This is an optimization exercise on Yosys and OpenROAD, whose aim is small area and a short achievable clock period, not a production implementation. Function was not checked in any run shown here: the RTL went through the layout flow alone. Power and IR drop assume default switching activity.

==> flow/design.v, too long to show whole: its modules and the start of the top module <==
// module fpm: 2905 lines
// module fadd: 4 lines
// module bsel: 5 lines
// module ao22: 3 lines
// module benc: 4 lines
// module gcomb: 3 lines
// module hadd: 4 lines
module fpm(
    input [32:1] a,
    input [32:1] b,
    input clk,
    input rst,
    input in_valid,
    output [32:1] c,
    output out_valid
    );
  // ...
==> flow/flow/run.sh <==
#!/bin/bash
set -euo pipefail
export BUFFER_PORTS_ARGS="-buffer_cell sky130_fd_sc_hd__buf_2"
bash standard.sh > standard.log 2>&1
==> flow/standard.sh <==
#!/bin/bash
# synth_recipe.tcl (not shown) runs the flow's synth.tcl, then flattens the netlist and writes it again
# the make line also repeats each setting of config.mk as NAME=value (left out here)
make -C /OpenROAD-flow-scripts/flow DESIGN_CONFIG=/design/flow/config.mk WORK_HOME=/design/flow/orfs CLKGATE_MAP_FILE= SYNTH_SCRIPT=/design/flow/synth_recipe.tcl "${@:-finish}"
==> flow/config.mk <==
export PLATFORM = sky130hd
export DESIGN_NAME = fpm
export DESIGN_NICKNAME = fpm
export VERILOG_FILES = /design/flow/design.v
export SDC_FILE = /design/flow/constraint.sdc
export NUM_CORES = 4
export LEC_CHECK = 0
export CAP_MARGIN = 50
export CORE_MARGIN = 2
export CORE_UTILIZATION = 60
export CTS_BUF_LIST = sky130_fd_sc_hd__clkbuf_8
export CTS_CLUSTER_DIAMETER = 50
export CTS_CLUSTER_SIZE = 18
export SETUP_SLACK_MARGIN = 2.7
export SLEW_MARGIN = 70
export SYNTH_HIERARCHICAL = 1
export SYNTH_MINIMUM_KEEP_SIZE = 0
export TNS_END_PERCENT = 0
==> flow/constraint.sdc <==
create_clock -name core_clock -period 5.0 [get_ports {clk}]
set_input_delay 1.0000 -clock core_clock [delete_from_list [all_inputs] [get_ports {clk}]]
set_output_delay 1.0000 -clock core_clock [all_outputs]
set_load 0.01 [all_outputs]
==> out/metrics.cfg, run 1 <==
[yosys]
synth_top_area_frac = 0.281
synth_cells = 1739
ys.flop_type = dfxtp_1
syn_area_sq_um = 20200
synth_mux_area_frac = 0.00894
synth_commonest_cells = dfxtp_1 (283), xor2_1 (279), a22o_1 (265)
synth-edff-count = 0
seq_area_frac_synth = 0.281

[critical_path]
cpMaxStageDelayCell = fa_1
cp_slowest_stage_delay_ns = 0.57
endpoint_kind = flop
path_cells = buf_12 > inv_2 > nand3_1 > o21ai_4 > buf_4 > buf_4 > a22o_1 > xor2_1 > fa_1 > fa_1 > ha_1
critPathArrivalTime_ns = 3.60
cp.buffers_inverters = 4
required_ns = 5.49

[layout]
multi_input_area_sq_um = 14900
largest_register = q_c
seq_share = 0.242
register_area_sq_um = 5680
mostFrequentLayoutCells = dfxtp_1 (272), xor2_1 (269), a22o_1 (265)
final_nets = 2381
top_regs = q_c x32, vld x3
instances_no_fill = 2426
fillerInstances = 2524
fin_area_sq_um = 23400

[outcome]
status = finished clean

[route]
drc = 0
wire_per_inst_um = 24.0
wl_met2_mm = 26.7

[timing]
worst_pin_slew_ns = 0.500
fin_ws_ns = 1.89

[pwr]
internal-power_w = 0.00856
p_leak_nw = 10.8
switching_share = 0.414

[clock_network]
cts_setup_buffers = 4
cts_htree_levels = 2

[floorplanning]
coreArea_sq_um = 33300

[global_route]
grt_max_degree = 29

[run]
max_cap_violations = 0

==> run 2, diff against run 1 <==
--- a/flow/design.v
+++ b/flow/design.v
@@ -1328,20 +1328,26 @@
 wire P1312;
 wire P1313;
 wire P1314;
 wire P1315;
 wire P1316;
 wire P1317;
 wire P1318;
 wire P1319;
+wire hd1320;
+wire hd1321;
 wire w_sgn;
 wire w_fz;
 wire w_e255;
 wire [8:0] w_S0;
+wire [8:0] x_S0;
+wire [8:0] x_E1;
+wire [7:0] w_x0;
+wire [7:0] w_x1;
 reg q1_c376;
 reg q1_s381;
 reg q1_c378;
 reg q1_s383;
 reg q1_c380;
 reg q1_s391;
 reg q1_c384;
 reg q1_s393;
@@ -1565,41 +1571,86 @@
 reg q2_g975;
 reg q2_pp976;
 reg q2_P1198;
 reg q2_G1055;
 reg q2_P1056;
 reg q2_G1103;
 reg q2_P1104;
 reg q2_P1152;
-reg q1_w_S0_0;
-reg q2_w_S0_0;
-reg q1_w_S0_1;
-reg q2_w_S0_1;
-reg q1_w_S0_2;
-reg q2_w_S0_2;
-reg q1_w_S0_3;
-reg q2_w_S0_3;
-reg q1_w_S0_4;
-reg q2_w_S0_4;
-reg q1_w_S0_5;
-reg q2_w_S0_5;
-reg q1_w_S0_6;
-reg q2_w_S0_6;
-reg q1_w_S0_7;
-reg q2_w_S0_7;
 reg q1_w_S0_8;
 reg q2_w_S0_8;
+reg q1_w_S0_7;
+reg q2_w_S0_7;
+reg q1_w_S0_6;
+reg q2_w_S0_6;
+reg q1_w_S0_5;
+reg q2_w_S0_5;
+reg q1_w_S0_4;
+reg q2_w_S0_4;
+reg q1_w_S0_3;
+reg q2_w_S0_3;
+reg q1_w_S0_2;
+reg q2_w_S0_2;
+reg q1_w_S0_1;
+reg q2_w_S0_1;
+reg q1_w_S0_0;
+reg q2_w_S0_0;
 reg q1_w_fz;
 reg q2_w_fz;
 reg q1_w_e255;
 reg q2_w_e255;
+reg q3_w_x0_0;
+reg q3_w_x0_1;
+reg q3_w_x0_2;
+reg q3_w_x0_3;
+reg q3_w_x0_4;
+reg q3_w_x0_5;
+reg q3_w_x0_6;
+reg q3_w_x0_7;
+reg q3_w_x1_0;
+reg q3_w_x1_1;
+reg q3_w_x1_2;
+reg q3_w_x1_3;
+reg q3_w_x1_4;
+reg q3_w_x1_5;
+reg q3_w_x1_6;
+reg q3_w_x1_7;
+reg q3_w_fz;
+reg q3_w_e255;
 reg q1_w_sgn;
 reg q2_w_sgn;
-reg [31:0] q_c;
+reg q3_w_sgn;
+reg q3_P1319;
+reg q3_hd1320;
+reg q3_hd1321;
+reg q3_P1295;
+reg q3_P1296;
+reg q3_P1297;
+reg q3_P1298;
+reg q3_P1299;
+reg q3_P1300;
+reg q3_P1301;
+reg q3_P1302;
+reg q3_P1303;
+reg q3_P1304;
+reg q3_P1305;
+reg q3_P1306;
+reg q3_P1307;
+reg q3_P1308;
+reg q3_P1309;
+reg q3_P1310;
+reg q3_P1311;
+reg q3_P1312;
+reg q3_P1313;
+reg q3_P1314;
+reg q3_P1315;
+reg q3_P1316;
+reg q3_P1317;
+reg q3_P1318;
 assign neg1 = b[2];
 assign one2 = b[1] ^ 1'b0;
 assign two3 = (b[2] & ~b[1] & ~1'b0) | (~b[2] & b[1] & 1'b0);
 assign bp4 = ((one2 & a[1]) | (two3 & 1'b0)) ^ neg1;
 bsel u_bp5 (one2, two3, neg1, a[2], a[1], bp5);
 bsel u_bp6 (one2, two3, neg1, a[3], a[2], bp6);
 bsel u_bp7 (one2, two3, neg1, a[4], a[3], bp7);
 bsel u_bp8 (one2, two3, neg1, a[5], a[4], bp8);
@@ -2345,269 +2396,269 @@
 assign g1033 = q2_c934 & q2_s937;
 assign pp1034 = q2_c934 ^ q2_s937;
 assign g1035 = q2_c938 & q2_s941;
 assign pp1036 = q2_c938 ^ q2_s941;
 assign g1037 = q2_c942 & q2_x943;
 assign pp1038 = q2_c942 ^ q2_x943;
 assign G1039 = 1'b0 | (bp5 & g945);
 assign P1040 = bp5 & pp946;
-gcomb u_G1041 (g949, pp950, g947, G1041);
+assign G1041 = g949 | (pp950 & g947);
 assign P1042 = pp950 & pp948;
-gcomb u_G1043 (g953, pp954, g951, G1043);
+assign G1043 = g953 | (pp954 & g951);
 assign P1044 = pp954 & pp952;
-gcomb u_G1045 (g957, pp958, q1_g955, G1045);
+assign G1045 = g957 | (pp958 & q1_g955);
 assign P1046 = pp958 & q1_pp956;
-gcomb u_G1047 (g961, pp962, g959, G1047);
+assign G1047 = g961 | (pp962 & g959);
 assign P1048 = pp962 & pp960;
-gcomb u_G1049 (g965, pp966, g963, G1049);
+assign G1049 = g965 | (pp966 & g963);
 assign P1050 = pp966 & pp964;
-gcomb u_G1051 (g969, pp970, g967, G1051);
+assign G1051 = g969 | (pp970 & g967);
 assign P1052 = pp970 & pp968;
-gcomb u_G1053 (g973, pp974, g971, G1053);
+assign G1053 = g973 | (pp974 & g971);
 assign P1054 = pp974 & pp972;
-gcomb u_G1055 (g977, pp978, g975, G1055);
+assign G1055 = g977 | (pp978 & g975);
 assign P1056 = pp978 & pp976;
-gcomb u_G1057 (g981, pp982, g979, G1057);
+assign G1057 = g981 | (pp982 & g979);
 assign P1058 = pp982 & pp980;
-gcomb u_G1059 (q2_g985, q2_pp986, q2_g983, G1059);
+assign G1059 = q2_g985 | (q2_pp986 & q2_g983);
 assign P1060 = q2_pp986 & q2_pp984;
-gcomb u_G1061 (g989, pp990, q2_g987, G1061);
+assign G1061 = g989 | (pp990 & q2_g987);
 assign P1062 = pp990 & q2_pp988;
-gcomb u_G1063 (g993, pp994, g991, G1063);
+assign G1063 = g993 | (pp994 & g991);
 assign P1064 = pp994 & pp992;
-gcomb u_G1065 (g997, pp998, g995, G1065);
+assign G1065 = g997 | (pp998 & g995);
 assign P1066 = pp998 & pp996;
-gcomb u_G1067 (g1001, pp1002, g999, G1067);
+assign G1067 = g1001 | (pp1002 & g999);
 assign P1068 = pp1002 & pp1000;
-gcomb u_G1069 (g1005, pp1006, g1003, G1069);
+assign G1069 = g1005 | (pp1006 & g1003);
 assign P1070 = pp1006 & pp1004;
-gcomb u_G1071 (g1009, pp1010, g1007, G1071);
+assign G1071 = g1009 | (pp1010 & g1007);
 assign P1072 = pp1010 & pp1008;
-gcomb u_G1073 (g1013, pp1014, g1011, G1073);
+assign G1073 = g1013 | (pp1014 & g1011);
 assign P1074 = pp1014 & pp1012;
-gcomb u_G1075 (g1017, pp1018, g1015, G1075);
+assign G1075 = g1017 | (pp1018 & g1015);
 assign P1076 = pp1018 & pp1016;
-gcomb u_G1077 (g1021, pp1022, g1019, G1077);
+assign G1077 = g1021 | (pp1022 & g1019);
 assign P1078 = pp1022 & pp1020;
-gcomb u_G1079 (g1025, pp1026, g1023, G1079);
+assign G1079 = g1025 | (pp1026 & g1023);
 assign P1080 = pp1026 & pp1024;
-gcomb u_G1081 (g1029, pp1030, g1027, G1081);
+assign G1081 = g1029 | (pp1030 & g1027);
 assign P1082 = pp1030 & pp1028;
-gcomb u_G1083 (g1033, pp1034, g1031, G1083);
+assign G1083 = g1033 | (pp1034 & g1031);
 assign P1084 = pp1034 & pp1032;
-gcomb u_G1085 (g1037, pp1038, g1035, G1085);
+assign G1085 = g1037 | (pp1038 & g1035);
 assign P1086 = pp1038 & pp1036;
-gcomb u_G1087 (g947, pp948, G1039, G1087);
+assign G1087 = g947 | (pp948 & G1039);
 assign P1088 = pp948 & P1040;
-gcomb u_G1089 (G1041, P1042, G1039, G1089);
+assign G1089 = G1041 | (P1042 & G1039);
 assign P1090 = P1042 & P1040;
-gcomb u_G1091 (q1_g955, q1_pp956, q1_G1043, G1091);
+assign G1091 = q1_g955 | (q1_pp956 & q1_G1043);
 assign P1092 = q1_pp956 & q1_P1044;
-gcomb u_G1093 (G1045, P1046, q1_G1043, G1093);
+assign G1093 = G1045 | (P1046 & q1_G1043);
 assign P1094 = P1046 & q1_P1044;
-gcomb u_G1095 (g963, pp964, G1047, G1095);
+assign G1095 = g963 | (pp964 & G1047);
 assign P1096 = pp964 & P1048;
-gcomb u_G1097 (G1049, P1050, G1047, G1097);
+assign G1097 = G1049 | (P1050 & G1047);
 assign P1098 = P1050 & P1048;
-gcomb u_G1099 (g971, pp972, G1051, G1099);
+assign G1099 = g971 | (pp972 & G1051);
 assign P1100 = pp972 & P1052;
-gcomb u_G1101 (G1053, P1054, G1051, G1101);
+assign G1101 = G1053 | (P1054 & G1051);
 assign P1102 = P1054 & P1052;
-gcomb u_G1103 (g979, pp980, G1055, G1103);
+assign G1103 = g979 | (pp980 & G1055);
 assign P1104 = pp980 & P1056;
-gcomb u_G1105 (G1057, P1058, G1055, G1105);
+assign G1105 = G1057 | (P1058 & G1055);
 assign P1106 = P1058 & P1056;
-gcomb u_G1107 (q2_g987, q2_pp988, G1059, G1107);
+assign G1107 = q2_g987 | (q2_pp988 & G1059);
 assign P1108 = q2_pp988 & P1060;
-gcomb u_G1109 (G1061, P1062, G1059, G1109);
+assign G1109 = G1061 | (P1062 & G1059);
 assign P1110 = P1062 & P1060;
-gcomb u_G1111 (g995, pp996, G1063, G1111);
+assign G1111 = g995 | (pp996 & G1063);
 assign P1112 = pp996 & P1064;
-gcomb u_G1113 (G1065, P1066, G1063, G1113);
+assign G1113 = G1065 | (P1066 & G1063);
 assign P1114 = P1066 & P1064;
-gcomb u_G1115 (g1003, pp1004, G1067, G1115);
+assign G1115 = g1003 | (pp1004 & G1067);
 assign P1116 = pp1004 & P1068;
-gcomb u_G1117 (G1069, P1070, G1067, G1117);
+assign G1117 = G1069 | (P1070 & G1067);
 assign P1118 = P1070 & P1068;
-gcomb u_G1119 (g1011, pp1012, G1071, G1119);
+assign G1119 = g1011 | (pp1012 & G1071);
 assign P1120 = pp1012 & P1072;
-gcomb u_G1121 (G1073, P1074, G1071, G1121);
+assign G1121 = G1073 | (P1074 & G1071);
 assign P1122 = P1074 & P1072;
-gcomb u_G1123 (g1019, pp1020, G1075, G1123);
+assign G1123 = g1019 | (pp1020 & G1075);
 assign P1124 = pp1020 & P1076;
-gcomb u_G1125 (G1077, P1078, G1075, G1125);
+assign G1125 = G1077 | (P1078 & G1075);
 assign P1126 = P1078 & P1076;
-gcomb u_G1127 (g1027, pp1028, G1079, G1127);
+assign G1127 = g1027 | (pp1028 & G1079);
 assign P1128 = pp1028 & P1080;
-gcomb u_G1129 (G1081, P1082, G1079, G1129);
+assign G1129 = G1081 | (P1082 & G1079);
 assign P1130 = P1082 & P1080;
-gcomb u_G1131 (g1035, pp1036, G1083, G1131);
+assign G1131 = g1035 | (pp1036 & G1083);
 assign P1132 = pp1036 & P1084;
-gcomb u_G1133 (G1085, P1086, G1083, G1133);
+assign G1133 = G1085 | (P1086 & G1083);
 assign P1134 = P1086 & P1084;
-gcomb u_G1135 (g951, pp952, G1089, G1135);
+assign G1135 = g951 | (pp952 & G1089);
 assign P1136 = pp952 & P1090;
-gcomb u_G1137 (q1_G1043, q1_P1044, q1_G1089, G1137);
+assign G1137 = q1_G1043 | (q1_P1044 & q1_G1089);
 assign P1138 = P1044 & P1090;
-gcomb u_G1139 (G1091, P1092, q1_G1089, G1139);
+assign G1139 = G1091 | (P1092 & q1_G1089);
 assign P1140 = P1092 & q1_P1090;
-gcomb u_G1141 (G1093, P1094, q1_G1089, G1141);
+assign G1141 = G1093 | (P1094 & q1_G1089);
 assign P1142 = P1094 & q1_P1090;
-gcomb u_G1143 (g967, pp968, G1097, G1143);
+assign G1143 = g967 | (pp968 & G1097);
 assign P1144 = pp968 & P1098;
-gcomb u_G1145 (G1051, P1052, G1097, G1145);
+assign G1145 = G1051 | (P1052 & G1097);
 assign P1146 = P1052 & P1098;
-gcomb u_G1147 (G1099, P1100, G1097, G1147);
+assign G1147 = G1099 | (P1100 & G1097);
 assign P1148 = P1100 & P1098;
-gcomb u_G1149 (G1101, P1102, G1097, G1149);
+assign G1149 = G1101 | (P1102 & G1097);
 assign P1150 = P1102 & P1098;
-gcomb u_G1151 (q2_g983, q2_pp984, q2_G1105, G1151);
+assign G1151 = q2_g983 | (q2_pp984 & q2_G1105);
 assign P1152 = pp984 & P1106;
-gcomb u_G1153 (G1059, P1060, q2_G1105, G1153);
+assign G1153 = G1059 | (P1060 & q2_G1105);
 assign P1154 = P1060 & q2_P1106;
-gcomb u_G1155 (G1107, P1108, q2_G1105, G1155);
+assign G1155 = G1107 | (P1108 & q2_G1105);
 assign P1156 = P1108 & q2_P1106;
-gcomb u_G1157 (G1109, P1110, q2_G1105, G1157);
+assign G1157 = G1109 | (P1110 & q2_G1105);
 assign P1158 = P1110 & q2_P1106;
-gcomb u_G1159 (g999, pp1000, G1113, G1159);
+assign G1159 = g999 | (pp1000 & G1113);
 assign P1160 = pp1000 & P1114;
-gcomb u_G1161 (G1067, P1068, G1113, G1161);
+assign G1161 = G1067 | (P1068 & G1113);
 assign P1162 = P1068 & P1114;
-gcomb u_G1163 (G1115, P1116, G1113, G1163);
+assign G1163 = G1115 | (P1116 & G1113);
 assign P1164 = P1116 & P1114;
-gcomb u_G1165 (G1117, P1118, G1113, G1165);
+assign G1165 = G1117 | (P1118 & G1113);
 assign P1166 = P1118 & P1114;
-gcomb u_G1167 (g1015, pp1016, G1121, G1167);
+assign G1167 = g1015 | (pp1016 & G1121);
 assign P1168 = pp1016 & P1122;
-gcomb u_G1169 (G1075, P1076, G1121, G1169);
+assign G1169 = G1075 | (P1076 & G1121);
 assign P1170 = P1076 & P1122;
-gcomb u_G1171 (G1123, P1124, G1121, G1171);
+assign G1171 = G1123 | (P1124 & G1121);
 assign P1172 = P1124 & P1122;
-gcomb u_G1173 (G1125, P1126, G1121, G1173);
+assign G1173 = G1125 | (P1126 & G1121);
 assign P1174 = P1126 & P1122;
-gcomb u_G1175 (g1031, pp1032, G1129, G1175);
+assign G1175 = g1031 | (pp1032 & G1129);
 assign P1176 = pp1032 & P1130;
-gcomb u_G1177 (G1083, P1084, G1129, G1177);
+assign G1177 = G1083 | (P1084 & G1129);
 assign P1178 = P1084 & P1130;
-gcomb u_G1179 (G1131, P1132, G1129, G1179);
+assign G1179 = G1131 | (P1132 & G1129);
 assign P1180 = P1132 & P1130;
-gcomb u_G1181 (G1133, P1134, G1129, G1181);
+assign G1181 = G1133 | (P1134 & G1129);
 assign P1182 = P1134 & P1130;
-gcomb u_G1183 (g959, pp960, G1141, G1183);
+assign G1183 = g959 | (pp960 & G1141);
 assign P1184 = pp960 & P1142;
-gcomb u_G1185 (G1047, P1048, G1141, G1185);
+assign G1185 = G1047 | (P1048 & G1141);
 assign P1186 = P1048 & P1142;
-gcomb u_G1187 (G1095, P1096, G1141, G1187);
+assign G1187 = G1095 | (P1096 & G1141);
 assign P1188 = P1096 & P1142;
-gcomb u_G1189 (G1097, P1098, G1141, G1189);
+assign G1189 = G1097 | (P1098 & G1141);
 assign P1190 = P1098 & P1142;
-gcomb u_G1191 (G1143, P1144, G1141, G1191);
+assign G1191 = G1143 | (P1144 & G1141);
 assign P1192 = P1144 & P1142;
-gcomb u_G1193 (G1145, P1146, G1141, G1193);
+assign G1193 = G1145 | (P1146 & G1141);
 assign P1194 = P1146 & P1142;
-gcomb u_G1195 (G1147, P1148, G1141, G1195);
+assign G1195 = G1147 | (P1148 & G1141);
 assign P1196 = P1148 & P1142;
-gcomb u_G1197 (q2_G1149, q2_P1150, q2_G1141, G1197);
+assign G1197 = q2_G1149 | (q2_P1150 & q2_G1141);
 assign P1198 = P1150 & P1142;
-gcomb u_G1199 (g991, pp992, G1157, G1199);
+assign G1199 = g991 | (pp992 & G1157);
 assign P1200 = pp992 & P1158;
-gcomb u_G1201 (G1063, P1064, G1157, G1201);
+assign G1201 = G1063 | (P1064 & G1157);
 assign P1202 = P1064 & P1158;
-gcomb u_G1203 (G1111, P1112, G1157, G1203);
+assign G1203 = G1111 | (P1112 & G1157);
 assign P1204 = P1112 & P1158;
-gcomb u_G1205 (G1113, P1114, G1157, G1205);
+assign G1205 = G1113 | (P1114 & G1157);
 assign P1206 = P1114 & P1158;
-gcomb u_G1207 (G1159, P1160, G1157, G1207);
+assign G1207 = G1159 | (P1160 & G1157);
 assign P1208 = P1160 & P1158;
-gcomb u_G1209 (G1161, P1162, G1157, G1209);
+assign G1209 = G1161 | (P1162 & G1157);
 assign P1210 = P1162 & P1158;
-gcomb u_G1211 (G1163, P1164, G1157, G1211);
+assign G1211 = G1163 | (P1164 & G1157);
 assign P1212 = P1164 & P1158;
-gcomb u_G1213 (G1165, P1166, G1157, G1213);
+assign G1213 = G1165 | (P1166 & G1157);
 assign P1214 = P1166 & P1158;
-gcomb u_G1215 (g1023, pp1024, G1173, G1215);
+assign G1215 = g1023 | (pp1024 & G1173);
 assign P1216 = pp1024 & P1174;
-gcomb u_G1217 (G1079, P1080, G1173, G1217);
+assign G1217 = G1079 | (P1080 & G1173);
 assign P1218 = P1080 & P1174;
-gcomb u_G1219 (G1127, P1128, G1173, G1219);
+assign G1219 = G1127 | (P1128 & G1173);
 assign P1220 = P1128 & P1174;
-gcomb u_G1221 (G1129, P1130, G1173, G1221);
+assign G1221 = G1129 | (P1130 & G1173);
 assign P1222 = P1130 & P1174;
-gcomb u_G1223 (G1175, P1176, G1173, G1223);
+assign G1223 = G1175 | (P1176 & G1173);
 assign P1224 = P1176 & P1174;
-gcomb u_G1225 (G1177, P1178, G1173, G1225);
+assign G1225 = G1177 | (P1178 & G1173);
 assign P1226 = P1178 & P1174;
-gcomb u_G1227 (G1179, P1180, G1173, G1227);
+assign G1227 = G1179 | (P1180 & G1173);
 assign P1228 = P1180 & P1174;
-gcomb u_G1229 (G1181, P1182, G1173, G1229);
+assign G1229 = G1181 | (P1182 & G1173);
 assign P1230 = P1182 & P1174;
-gcomb u_G1231 (q2_g975, q2_pp976, G1197, G1231);
+assign G1231 = q2_g975 | (q2_pp976 & G1197);
 assign P1232 = q2_pp976 & q2_P1198;
-gcomb u_G1233 (q2_G1055, q2_P1056, G1197, G1233);
+assign G1233 = q2_G1055 | (q2_P1056 & G1197);
 assign P1234 = q2_P1056 & q2_P1198;
-gcomb u_G1235 (q2_G1103, q2_P1104, G1197, G1235);
+assign G1235 = q2_G1103 | (q2_P1104 & G1197);
 assign P1236 = q2_P1104 & q2_P1198;
-gcomb u_G1237 (q2_G1105, q2_P1106, G1197, G1237);
+assign G1237 = q2_G1105 | (q2_P1106 & G1197);
 assign P1238 = q2_P1106 & q2_P1198;
-gcomb u_G1239 (G1151, q2_P1152, G1197, G1239);
+assign G1239 = G1151 | (q2_P1152 & G1197);
 assign P1240 = q2_P1152 & q2_P1198;
-gcomb u_G1241 (G1153, P1154, G1197, G1241);
+assign G1241 = G1153 | (P1154 & G1197);
 assign P1242 = P1154 & q2_P1198;
-gcomb u_G1243 (G1155, P1156, G1197, G1243);
+assign G1243 = G1155 | (P1156 & G1197);
 assign P1244 = P1156 & q2_P1198;
-gcomb u_G1245 (G1157, P1158, G1197, G1245);
+assign G1245 = G1157 | (P1158 & G1197);
 assign P1246 = P1158 & q2_P1198;
-gcomb u_G1247 (G1199, P1200, G1197, G1247);
+assign G1247 = G1199 | (P1200 & G1197);
 assign P1248 = P1200 & q2_P1198;
-gcomb u_G1249 (G1201, P1202, G1197, G1249);
+assign G1249 = G1201 | (P1202 & G1197);
 assign P1250 = P1202 & q2_P1198;
-gcomb u_G1251 (G1203, P1204, G1197, G1251);
+assign G1251 = G1203 | (P1204 & G1197);
 assign P1252 = P1204 & q2_P1198;
-gcomb u_G1253 (G1205, P1206, G1197, G1253);
+assign G1253 = G1205 | (P1206 & G1197);
 assign P1254 = P1206 & q2_P1198;
-gcomb u_G1255 (G1207, P1208, G1197, G1255);
+assign G1255 = G1207 | (P1208 & G1197);
 assign P1256 = P1208 & q2_P1198;
-gcomb u_G1257 (G1209, P1210, G1197, G1257);
+assign G1257 = G1209 | (P1210 & G1197);
 assign P1258 = P1210 & q2_P1198;
-gcomb u_G1259 (G1211, P1212, G1197, G1259);
+assign G1259 = G1211 | (P1212 & G1197);
 assign P1260 = P1212 & q2_P1198;
-gcomb u_G1261 (G1213, P1214, G1197, G1261);
+assign G1261 = G1213 | (P1214 & G1197);
 assign P1262 = P1214 & q2_P1198;
-gcomb u_G1263 (g1007, pp1008, G1261, G1263);
+assign G1263 = g1007 | (pp1008 & G1261);
 assign P1264 = pp1008 & P1262;
-gcomb u_G1265 (G1071, P1072, G1261, G1265);
+assign G1265 = G1071 | (P1072 & G1261);
 assign P1266 = P1072 & P1262;
-gcomb u_G1267 (G1119, P1120, G1261, G1267);
+assign G1267 = G1119 | (P1120 & G1261);
 assign P1268 = P1120 & P1262;
-gcomb u_G1269 (G1121, P1122, G1261, G1269);
+assign G1269 = G1121 | (P1122 & G1261);
 assign P1270 = P1122 & P1262;
-gcomb u_G1271 (G1167, P1168, G1261, G1271);
+assign G1271 = G1167 | (P1168 & G1261);
 assign P1272 = P1168 & P1262;
-gcomb u_G1273 (G1169, P1170, G1261, G1273);
+assign G1273 = G1169 | (P1170 & G1261);
 assign P1274 = P1170 & P1262;
-gcomb u_G1275 (G1171, P1172, G1261, G1275);
+assign G1275 = G1171 | (P1172 & G1261);
 assign P1276 = P1172 & P1262;
-gcomb u_G1277 (G1173, P1174, G1261, G1277);
+assign G1277 = G1173 | (P1174 & G1261);
 assign P1278 = P1174 & P1262;
-gcomb u_G1279 (G1215, P1216, G1261, G1279);
+assign G1279 = G1215 | (P1216 & G1261);
 assign P1280 = P1216 & P1262;
-gcomb u_G1281 (G1217, P1218, G1261, G1281);
+assign G1281 = G1217 | (P1218 & G1261);
 assign P1282 = P1218 & P1262;
-gcomb u_G1283 (G1219, P1220, G1261, G1283);
+assign G1283 = G1219 | (P1220 & G1261);
 assign P1284 = P1220 & P1262;
-gcomb u_G1285 (G1221, P1222, G1261, G1285);
+assign G1285 = G1221 | (P1222 & G1261);
 assign P1286 = P1222 & P1262;
-gcomb u_G1287 (G1223, P1224, G1261, G1287);
+assign G1287 = G1223 | (P1224 & G1261);
 assign P1288 = P1224 & P1262;
-gcomb u_G1289 (G1225, P1226, G1261, G1289);
+assign G1289 = G1225 | (P1226 & G1261);
 assign P1290 = P1226 & P1262;
-gcomb u_G1291 (G1227, P1228, G1261, G1291);
+assign G1291 = G1227 | (P1228 & G1261);
 assign P1292 = P1228 & P1262;
-gcomb u_G1293 (G1229, P1230, G1261, G1293);
+assign G1293 = G1229 | (P1230 & G1261);
 assign P1294 = P1230 & P1262;
 assign P1295 = pp990 ^ G1243;
 assign P1296 = pp992 ^ G1245;
 assign P1297 = pp994 ^ G1247;
 assign P1298 = pp996 ^ G1249;
 assign P1299 = pp998 ^ G1251;
 assign P1300 = pp1000 ^ G1253;
 assign P1301 = pp1002 ^ G1255;
@@ -2624,28 +2675,60 @@
 assign P1312 = pp1024 ^ G1277;
 assign P1313 = pp1026 ^ G1279;
 assign P1314 = pp1028 ^ G1281;
 assign P1315 = pp1030 ^ G1283;
 assign P1316 = pp1032 ^ G1285;
 assign P1317 = pp1034 ^ G1287;
 assign P1318 = pp1036 ^ G1289;
 assign P1319 = pp1038 ^ G1291;
+xr u_hd1320 (pp1038, G1291, hd1320);
+xr u_hd1321 (pp1038, G1291, hd1321);
 assign w_sgn = a[32] ^ b[32];
 assign w_fz = (a[31:1] == 31'd0) | (b[31:1] == 31'd0) | (((a[31:24] == 8'hff) | (b[31:24] == 8'hff)) & (a[23:1] == 23'd0) & (b[23:1] == 23'd0));
 assign w_e255 = ((a[31:24] == 8'hff) | (b[31:24] == 8'hff)) & (a[31:1] != 31'd0) & (b[31:1] != 31'd0);
 assign w_S0 = {1'b0, a[31:24]} + {1'b0, b[31:24]} + 9'd385;
-wire [8:0] o_S0 = {q2_w_S0_8, q2_w_S0_7, q2_w_S0_6, q2_w_S0_5, q2_w_S0_4, q2_w_S0_3, q2_w_S0_2, q2_w_S0_1, q2_w_S0_0};
-wire [8:0] o_E1 = o_S0 + 9'd1;
-wire [7:0] o_x0 = (q2_w_e255 | o_S0[8]) ? 8'hff : o_S0[7:0];
-wire [7:0] o_x1 = (q2_w_e255 | o_E1[8]) ? 8'hff : o_E1[7:0];
-wire [22:0] o_F = P1319 ? {P1318, P1317, P1316, P1315, P1314, P1313, P1312, P1311, P1310, P1309, P1308, P1307, P1306, P1305, P1304, P1303, P1302, P1301, P1300, P1299, P1298, P1297, P1296} : {P1317, P1316, P1315, P1314, P1313, P1312, P1311, P1310, P1309, P1308, P1307, P1306, P1305, P1304, P1303, P1302, P1301, P1300, P1299, P1298, P1297, P1296, P1295};
-wire [22:0] o_frac = q2_w_fz ? 23'd0 : q2_w_e255 ? (P1319 ? 23'h001000 : 23'h002000) : o_F;
-wire [7:0] o_exp = (q2_w_fz & ~q2_w_e255) ? 8'h00 : (P1319 ? o_x1 : o_x0);
-wire [31:0] o_c = {q2_w_sgn, o_exp, o_frac};
+assign x_S0 = {q2_w_S0_8, q2_w_S0_7, q2_w_S0_6, q2_w_S0_5, q2_w_S0_4, q2_w_S0_3, q2_w_S0_2, q2_w_S0_1, q2_w_S0_0};
+assign x_E1 = x_S0 + 9'd1;
+assign w_x0 = (q2_w_fz & ~q2_w_e255) ? 8'h00 : ((q2_w_e255 | x_S0[8]) ? 8'hff : x_S0[7:0]);
+assign w_x1 = (q2_w_fz & ~q2_w_e255) ? 8'h00 : ((q2_w_e255 | x_E1[8]) ? 8'hff : x_E1[7:0]);
+wire [22:0] o_frac;
+wire [7:0] o_exp;
+assign o_frac[0] = q3_w_fz ? 1'b0 : q3_w_e255 ? 1'b0 : (q3_P1319 ? q3_P1296 : q3_P1295);
+assign o_frac[1] = q3_w_fz ? 1'b0 : q3_w_e255 ? 1'b0 : (q3_P1319 ? q3_P1297 : q3_P1296);
+assign o_frac[2] = q3_w_fz ? 1'b0 : q3_w_e255 ? 1'b0 : (q3_P1319 ? q3_P1298 : q3_P1297);
+assign o_frac[3] = q3_w_fz ? 1'b0 : q3_w_e255 ? 1'b0 : (q3_P1319 ? q3_P1299 : q3_P1298);
+assign o_frac[4] = q3_w_fz ? 1'b0 : q3_w_e255 ? 1'b0 : (q3_P1319 ? q3_P1300 : q3_P1299);
+assign o_frac[5] = q3_w_fz ? 1'b0 : q3_w_e255 ? 1'b0 : (q3_P1319 ? q3_P1301 : q3_P1300);
+assign o_frac[6] = q3_w_fz ? 1'b0 : q3_w_e255 ? 1'b0 : (q3_P1319 ? q3_P1302 : q3_P1301);
+assign o_frac[7] = q3_w_fz ? 1'b0 : q3_w_e255 ? 1'b0 : (q3_P1319 ? q3_P1303 : q3_P1302);
+assign o_frac[8] = q3_w_fz ? 1'b0 : q3_w_e255 ? 1'b0 : (q3_P1319 ? q3_P1304 : q3_P1303);
+assign o_frac[9] = q3_w_fz ? 1'b0 : q3_w_e255 ? 1'b0 : (q3_P1319 ? q3_P1305 : q3_P1304);
+assign o_frac[10] = q3_w_fz ? 1'b0 : q3_w_e255 ? 1'b0 : (q3_P1319 ? q3_P1306 : q3_P1305);
+assign o_frac[11] = q3_w_fz ? 1'b0 : q3_w_e255 ? 1'b0 : (q3_hd1320 ? q3_P1307 : q3_P1306);
+assign o_frac[12] = q3_w_fz ? 1'b0 : q3_w_e255 ? q3_hd1320 : (q3_hd1320 ? q3_P1308 : q3_P1307);
+assign o_frac[13] = q3_w_fz ? 1'b0 : q3_w_e255 ? ~q3_hd1320 : (q3_hd1320 ? q3_P1309 : q3_P1308);
+assign o_frac[14] = q3_w_fz ? 1'b0 : q3_w_e255 ? 1'b0 : (q3_hd1320 ? q3_P1310 : q3_P1309);
+assign o_frac[15] = q3_w_fz ? 1'b0 : q3_w_e255 ? 1'b0 : (q3_hd1320 ? q3_P1311 : q3_P1310);
+assign o_frac[16] = q3_w_fz ? 1'b0 : q3_w_e255 ? 1'b0 : (q3_hd1320 ? q3_P1312 : q3_P1311);
+assign o_frac[17] = q3_w_fz ? 1'b0 : q3_w_e255 ? 1'b0 : (q3_hd1320 ? q3_P1313 : q3_P1312);
+assign o_frac[18] = q3_w_fz ? 1'b0 : q3_w_e255 ? 1'b0 : (q3_hd1320 ? q3_P1314 : q3_P1313);
+assign o_frac[19] = q3_w_fz ? 1'b0 : q3_w_e255 ? 1'b0 : (q3_hd1320 ? q3_P1315 : q3_P1314);
+assign o_frac[20] = q3_w_fz ? 1'b0 : q3_w_e255 ? 1'b0 : (q3_hd1320 ? q3_P1316 : q3_P1315);
+assign o_frac[21] = q3_w_fz ? 1'b0 : q3_w_e255 ? 1'b0 : (q3_hd1321 ? q3_P1317 : q3_P1316);
+assign o_frac[22] = q3_w_fz ? 1'b0 : q3_w_e255 ? 1'b0 : (q3_hd1321 ? q3_P1318 : q3_P1317);
+assign o_exp[0] = q3_hd1321 ? q3_w_x1_0 : q3_w_x0_0;
+assign o_exp[1] = q3_hd1321 ? q3_w_x1_1 : q3_w_x0_1;
+assign o_exp[2] = q3_hd1321 ? q3_w_x1_2 : q3_w_x0_2;
+assign o_exp[3] = q3_hd1321 ? q3_w_x1_3 : q3_w_x0_3;
+assign o_exp[4] = q3_hd1321 ? q3_w_x1_4 : q3_w_x0_4;
+assign o_exp[5] = q3_hd1321 ? q3_w_x1_5 : q3_w_x0_5;
+assign o_exp[6] = q3_hd1321 ? q3_w_x1_6 : q3_w_x0_6;
+assign o_exp[7] = q3_hd1321 ? q3_w_x1_7 : q3_w_x0_7;
+wire [31:0] o_c = {q3_w_sgn, o_exp, o_frac};
 always @(posedge clk) begin
     q1_c376 <= c376;
     q1_s381 <= s381;
     q1_c378 <= c378;
     q1_s383 <= s383;
     q1_c380 <= c380;
     q1_s391 <= s391;
     q1_c384 <= c384;
@@ -2870,43 +2953,88 @@
     q2_g975 <= g975;
     q2_pp976 <= pp976;
     q2_P1198 <= P1198;
     q2_G1055 <= G1055;
     q2_P1056 <= P1056;
     q2_G1103 <= G1103;
     q2_P1104 <= P1104;
     q2_P1152 <= P1152;
-    q1_w_S0_0 <= w_S0[0];
-    q2_w_S0_0 <= q1_w_S0_0;
-    q1_w_S0_1 <= w_S0[1];
-    q2_w_S0_1 <= q1_w_S0_1;
-    q1_w_S0_2 <= w_S0[2];
-    q2_w_S0_2 <= q1_w_S0_2;
-    q1_w_S0_3 <= w_S0[3];
-    q2_w_S0_3 <= q1_w_S0_3;
-    q1_w_S0_4 <= w_S0[4];
-    q2_w_S0_4 <= q1_w_S0_4;
-    q1_w_S0_5 <= w_S0[5];
-    q2_w_S0_5 <= q1_w_S0_5;
-    q1_w_S0_6 <= w_S0[6];
-    q2_w_S0_6 <= q1_w_S0_6;
-    q1_w_S0_7 <= w_S0[7];
-    q2_w_S0_7 <= q1_w_S0_7;
     q1_w_S0_8 <= w_S0[8];
     q2_w_S0_8 <= q1_w_S0_8;
+    q1_w_S0_7 <= w_S0[7];
+    q2_w_S0_7 <= q1_w_S0_7;
+    q1_w_S0_6 <= w_S0[6];
+    q2_w_S0_6 <= q1_w_S0_6;
+    q1_w_S0_5 <= w_S0[5];
+    q2_w_S0_5 <= q1_w_S0_5;
+    q1_w_S0_4 <= w_S0[4];
+    q2_w_S0_4 <= q1_w_S0_4;
+    q1_w_S0_3 <= w_S0[3];
+    q2_w_S0_3 <= q1_w_S0_3;
+    q1_w_S0_2 <= w_S0[2];
+    q2_w_S0_2 <= q1_w_S0_2;
+    q1_w_S0_1 <= w_S0[1];
+    q2_w_S0_1 <= q1_w_S0_1;
+    q1_w_S0_0 <= w_S0[0];
+    q2_w_S0_0 <= q1_w_S0_0;
     q1_w_fz <= w_fz;
     q2_w_fz <= q1_w_fz;
     q1_w_e255 <= w_e255;
     q2_w_e255 <= q1_w_e255;
+    q3_w_x0_0 <= w_x0[0];
+    q3_w_x0_1 <= w_x0[1];
+    q3_w_x0_2 <= w_x0[2];
+    q3_w_x0_3 <= w_x0[3];
+    q3_w_x0_4 <= w_x0[4];
+    q3_w_x0_5 <= w_x0[5];
+    q3_w_x0_6 <= w_x0[6];
+    q3_w_x0_7 <= w_x0[7];
+    q3_w_x1_0 <= w_x1[0];
+    q3_w_x1_1 <= w_x1[1];
+    q3_w_x1_2 <= w_x1[2];
+    q3_w_x1_3 <= w_x1[3];
+    q3_w_x1_4 <= w_x1[4];
+    q3_w_x1_5 <= w_x1[5];
+    q3_w_x1_6 <= w_x1[6];
+    q3_w_x1_7 <= w_x1[7];
+    q3_w_fz <= q2_w_fz;
+    q3_w_e255 <= q2_w_e255;
     q1_w_sgn <= w_sgn;
     q2_w_sgn <= q1_w_sgn;
-    q_c <= o_c;
+    q3_w_sgn <= q2_w_sgn;
+    q3_P1319 <= P1319;
+    q3_hd1320 <= hd1320;
+    q3_hd1321 <= hd1321;
+    q3_P1295 <= P1295;
+    q3_P1296 <= P1296;
+    q3_P1297 <= P1297;
+    q3_P1298 <= P1298;
+    q3_P1299 <= P1299;
+    q3_P1300 <= P1300;
+    q3_P1301 <= P1301;
+    q3_P1302 <= P1302;
+    q3_P1303 <= P1303;
+    q3_P1304 <= P1304;
+    q3_P1305 <= P1305;
+    q3_P1306 <= P1306;
+    q3_P1307 <= P1307;
+    q3_P1308 <= P1308;
+    q3_P1309 <= P1309;
+    q3_P1310 <= P1310;
+    q3_P1311 <= P1311;
+    q3_P1312 <= P1312;
+    q3_P1313 <= P1313;
+    q3_P1314 <= P1314;
+    q3_P1315 <= P1315;
+    q3_P1316 <= P1316;
+    q3_P1317 <= P1317;
+    q3_P1318 <= P1318;
 end
-assign c = q_c;
+assign c = o_c;
 endmodule
 module fadd(input x, input y, input z, output s, output co);
 assign s = x ^ y ^ z;
 assign co = (x & y) | (x & z) | (y & z);
 endmodule
 module bsel(input one, input two, input neg, input x1, input x0, output p);
 wire t;
 ao22 u_ao(one, x1, two, x0, t);
@@ -2917,12 +3045,15 @@
 endmodule
 module benc(input y2, input y1, input y0, output one, output two);
 assign one = y1 ^ y0;
 assign two = (y2 & ~y1 & ~y0) | (~y2 & y1 & y0);
 endmodule
 module gcomb(input g, input p, input c, output y);
 assign y = g | (p & c);
 endmodule
+module xr(input a, input b, output y);
+assign y = a ^ b;
+endmodule
 module hadd(input x, input y, output s, output co);
 assign s = x ^ y;
 assign co = x & y;
 endmodule
==> out/metrics.cfg, run 2 <==
[outcome]
status = finished clean  ; unchanged

[route]
via_per_inst = 6.06  ; was 6.21
dr.first_iter.drc_count = 1505  ; was 1235
wl_met2_mm = 25.3  ; was 26.7 mm
drtPass1Iterations = 5  ; unchanged
drtAntennaViolNets = 0  ; unchanged
vias = 14569  ; was 15055
wirelength_mm = 55.5  ; was 58.3 mm
met3RoutedLength_mm = 5.67  ; was 5.96 mm
wl_met1_mm = 22.7  ; was 23.6 mm
wire_per_inst_um = 23.1  ; was 24.0 um
drc = 0  ; unchanged
top_layer = met4  ; was met5

[timing]
setup_viol = 0  ; unchanged
slew_violations = 0  ; unchanged
rsz0062_at_grt = true  ; unchanged
finClkSkew_ns = 0.0210  ; was 0.0341 ns
fmax_ghz = 0.350  ; was 0.322 GHz
period_share = 0.571  ; was 0.622
finalWorstPathRequiredPeriod_ns = 2.86  ; was 3.11 ns
hold_viol_final = 0  ; unchanged
setup-tns-final_ns = 0  ; unchanged

[floorplanning]
coreArea_sq_um = 32700  ; was 33300 sq um
ios = 100  ; unchanged
fp.dieW_um = 187  ; about the same
initial_utilization = 0.611  ; was 0.606
rows = 66  ; was 67
design.die.area_sq_um = 34800  ; was 35100 sq um
fp.dieH_um = 187  ; about the same

[yosys]
synth_most_common_cell = dfxtp_1  ; unchanged
syn-mean-instance-area_sq_um = 11.8  ; was 11.6 sq um
synth_commonest_cells = dfxtp_1 (297), xor2_1 (287), a22o_1 (265)  ; was dfxtp_1 (283), xor2_1 (279), a22o_1 (265)
ys.flop_type = dfxtp_1  ; unchanged
synth_top_area_frac = 0.297  ; was 0.281
synth_top_cell_by_area = dfxtp_1  ; unchanged
yosys_warnings = 7  ; unchanged
seq_area_frac_synth = 0.297  ; was 0.281
synth.area.top_cells = dfxtp_1 (30%), fa_1 (25%), xor2_1 (13%)  ; was dfxtp_1 (28%), fa_1 (25%), xor2_1 (12%)
yosys_register_bits = 297  ; was 283
synth-edff-count = 0  ; unchanged
async_flop_share = 0  ; unchanged
synth_cells = 1693  ; was 1739
synth_cell_types = 55  ; was 47
syn_area_sq_um = 20000  ; was 20200 sq um

[pwr]
ir_drop_mv = 0.573  ; was 0.475 mV
power_density_nw_per_um2 = 579  ; was 623 nW/um^2
p_leak_nw = 10.4  ; was 10.8 nW

[clock_network]
cts_htree_levels = 2  ; unchanged
cts_tree = yes  ; unchanged
insertion_delay_ns = 0.58  ; was 0.59 ns
cts-root-buf = clkbuf_8  ; unchanged
clk_path_buf_depth = 3  ; unchanged
cts_inserted_buffers = 34  ; was 35
clkSinkCount = 297  ; was 283
clkTransAtPathRegs_ns = 0.09  ; about the same

[critical_path]
endpoint_kind = flop  ; unchanged
cpMaxStageDelayCell = fa_1  ; unchanged
path_cells = buf_6 > xor2_4 > buf_6 > buf_6 > a22o_1 > xor2_1 > fa_1 > fa_1 > ha_1  ; was buf_12 > inv_2 > nand3_1 > o21ai_4 > buf_4 > buf_4 > a22o_1 > xor2_1 > fa_1 > fa_1 > ha_1
critPathArrivalTime_ns = 3.31  ; was 3.60 ns
crit_path_frequent_cell = buf_6
startpoint_type = primary input  ; unchanged
reg2reg_from = q2_s745  ; was q2_s657
crit_fanout = 9  ; was 22
r2r_setup_slack_ns = 2.35  ; was 1.93 ns
cp_slowest_stage_delay_ns = 0.57  ; about the same
crit_type = primary input to flop  ; unchanged
rr_worst_depth = 10  ; was 12
required_ns = 5.45  ; was 5.49 ns
regToRegEndpoint = q3_hd1320  ; was q_c[0]

[layout]
largest_reg_flops = 3  ; was 32
mostFrequentLayoutCells = dfxtp_1 (292), xor2_1 (271), a22o_1 (265)  ; was dfxtp_1 (272), xor2_1 (269), a22o_1 (265)
post_route_cells_drive_above_1_share = 0.200  ; was 0.179
instances_no_fill = 2406  ; was 2426
area_delta_synth_final_pct = 19.3  ; was 16.3%
final_nets = 2368  ; was 2381
fillerInstances = 2363  ; was 2524
multi_input_area_sq_um = 14400  ; was 14900 sq um
largest_register = vld  ; was q_c
register_area_sq_um = 5950  ; was 5680 sq um
layout_commonest_cell = dfxtp_1  ; unchanged

[global_route]
track_usage = 0.325  ; was 0.335
grt_antenna_before_repair = 1  ; unchanged
overflow = 0  ; unchanged
grt_pass1_vias = 15338  ; was 15539
grt_pass1_wl_mm = 87.3  ; was 89.8 mm
grt_max_degree = 29  ; unchanged

[placement]
io_buffers = 99  ; unchanged
dp_cells = 2287  ; was 2346
gp_congestion = 0.900  ; was 0.881
hpwl_mm = 38.8  ; was 41.1 mm

[run]
max_cap_violations = 0  ; unchanged

[hold_path]
min_to = q2_c942  ; was q2_w_S0_1
min_from = q1_c942  ; was q1_w_S0_1
worstHoldPathType = flop to flop  ; unchanged
whs_path_depth = 0  ; unchanged

## run 2: through the flow
stage                     area [sq um]  total power [W]  utilization  setup slack (ns)  hold WS [ns]
final                            23800           0.0138        0.729              2.14         0.316
after global routing             23800           0.0152        0.729              2.14         0.330
after CTS                        23700           0.0139        0.724              2.20         0.317
after detailed placement         22000           0.0117        0.673              1.03         0.312
after global placement           21600           0.0114        0.661             0.878         0.310
after floorplan                  20600          0.00912            -              1.71         0.310
## run 2: logic make-up (layout without fill, tap and decap cells)
group                    after synthesis  after routing  share of synthesized area
AO/OA/AOI/OAI                        398            398                      0.160
XOR/XNOR                             321            321                      0.141
adder cells (fa/ha/maj)              362            362                      0.322
buffers and inverters                 88            336                     0.0167
flip-flops                           297            297                      0.297
multiplexers                          30             30                     0.0155
other                                  1             24                   0.000188
AND/OR/NAND/NOR                      196            196                     0.0479
## run 2: how the worst max path moves through the flow
stage / startpoint / to / cells after the start / slack (ns)
after floorplan: b[5] / q1_s379 / 8 / 1.71
after global placement: b[8] / q1_s673 / 8 / 0.88
after detailed placement: b[6] / q1_s379 / 11 / 1.03
after CTS: b[6] / q1_s379 / 11 / 2.20
after global routing: b[22] / q1_s603 / 9 / 2.14
final: b[5] / q1_s379 / 9 / 2.14
## run 2: area by class of cell
cell class                 instances  area share
multi-input combinational       1330       0.604
sequential                       297       0.250
timing repair buffer             213      0.0784
tap                              442      0.0232
clock buffer                      37      0.0214
clock inverter                    23      0.0129
inverter                          63      0.0107
antenna                            1    0.000105
## run 2: what timing repair did
| action | in CTS | in global routing |
|---|---|---|
| hold buffers | 0 | 0 |
| endpoints found under the setup margin | 212 | 214 |
| buffers inserted | 45 | 5 |
| pin swaps | 30 | 18 |
| resized for setup | 98 | 19 |
| gates cloned | 5 | 1 |
## run 2: per-module statistics from Yosys, one instance, submodules excluded
module  flip-flops and latches  cells inside  cell area [sq um]  copies in the design
hadd                         0             1               12.5                    34
bsel                         0             1               8.76                   264
fpm                        297           878               9900                     1
fadd                         0             1               20.0                   251
xr                           0             1               8.76                     2
ao22                         0             1               8.76                   264
## run 2: critical path: cells and delay by family
kind            cells  cell delay (ns)
compound gates      1             0.23
buf+inv             3             0.41
fa+ha+maj           3             1.28
xor+xnor            2             0.39
## run 2: power breakdown
| group | leakage [nW] | internal, W | switching (W) |
|---|---|---|---|
| clock | 0.401 | 0.000917 | 0.00101 |
| sequential | 2.50 | 0.00359 | 0.000589 |
| combinational | 7.54 | 0.00362 | 0.00408 |
| total | 10.4 | 0.00813 | 0.00568 |
## run 2: layer usage
| metal | up-vias | GRT usage |
|---|---|---|
| met5 | - | 0 |
| met4 | 0 | 0.112 |
| met3 | 117 | 0.0848 |
| met2 | 754 | 0.509 |
| met1 | 7244 | 0.441 |
| li1 | 6454 | - |

## separate check: timing with driven ports
In the flow no input, the clock included, has a driving cell. The finished layouts below were timed again as built, in two steps.
Step 1 sets driving cells, clkbuf_16 on the clock port and buf_2 on the other inputs (assumed; they add their load-dependent delay and slew).
Step 2, shift: input delay + t, output delay - t, t = (earliest + latest rising clock arrival at the registers) / 2. This alone moves slack from input paths to output paths.
a / b / c = no drivers / after step 1 / after step 2; a / b = the first two.
| run | t, ns | slack for setup (ns) | hold WS [ns] | clock arrival spread, ns | cell pins on the clock port's net |
|---|---|---|---|---|---|
| run 1 | 0.627 | 1.890 / 1.878 / 1.251 | 0.326 / 0.326 / 0.326 | 0.036 / 0.036 | 1 |
| run 2 | 0.615 | 2.145 / 1.997 / 1.382 | 0.316 / 0.316 / 0.316 | 0.031 / 0.031 | 1 |
After both steps setup and hold are still met in every run listed. For run 2, which loses most, drivers alone change the setup slack by -0.148 ns; drivers and shift together by -0.763 ns.
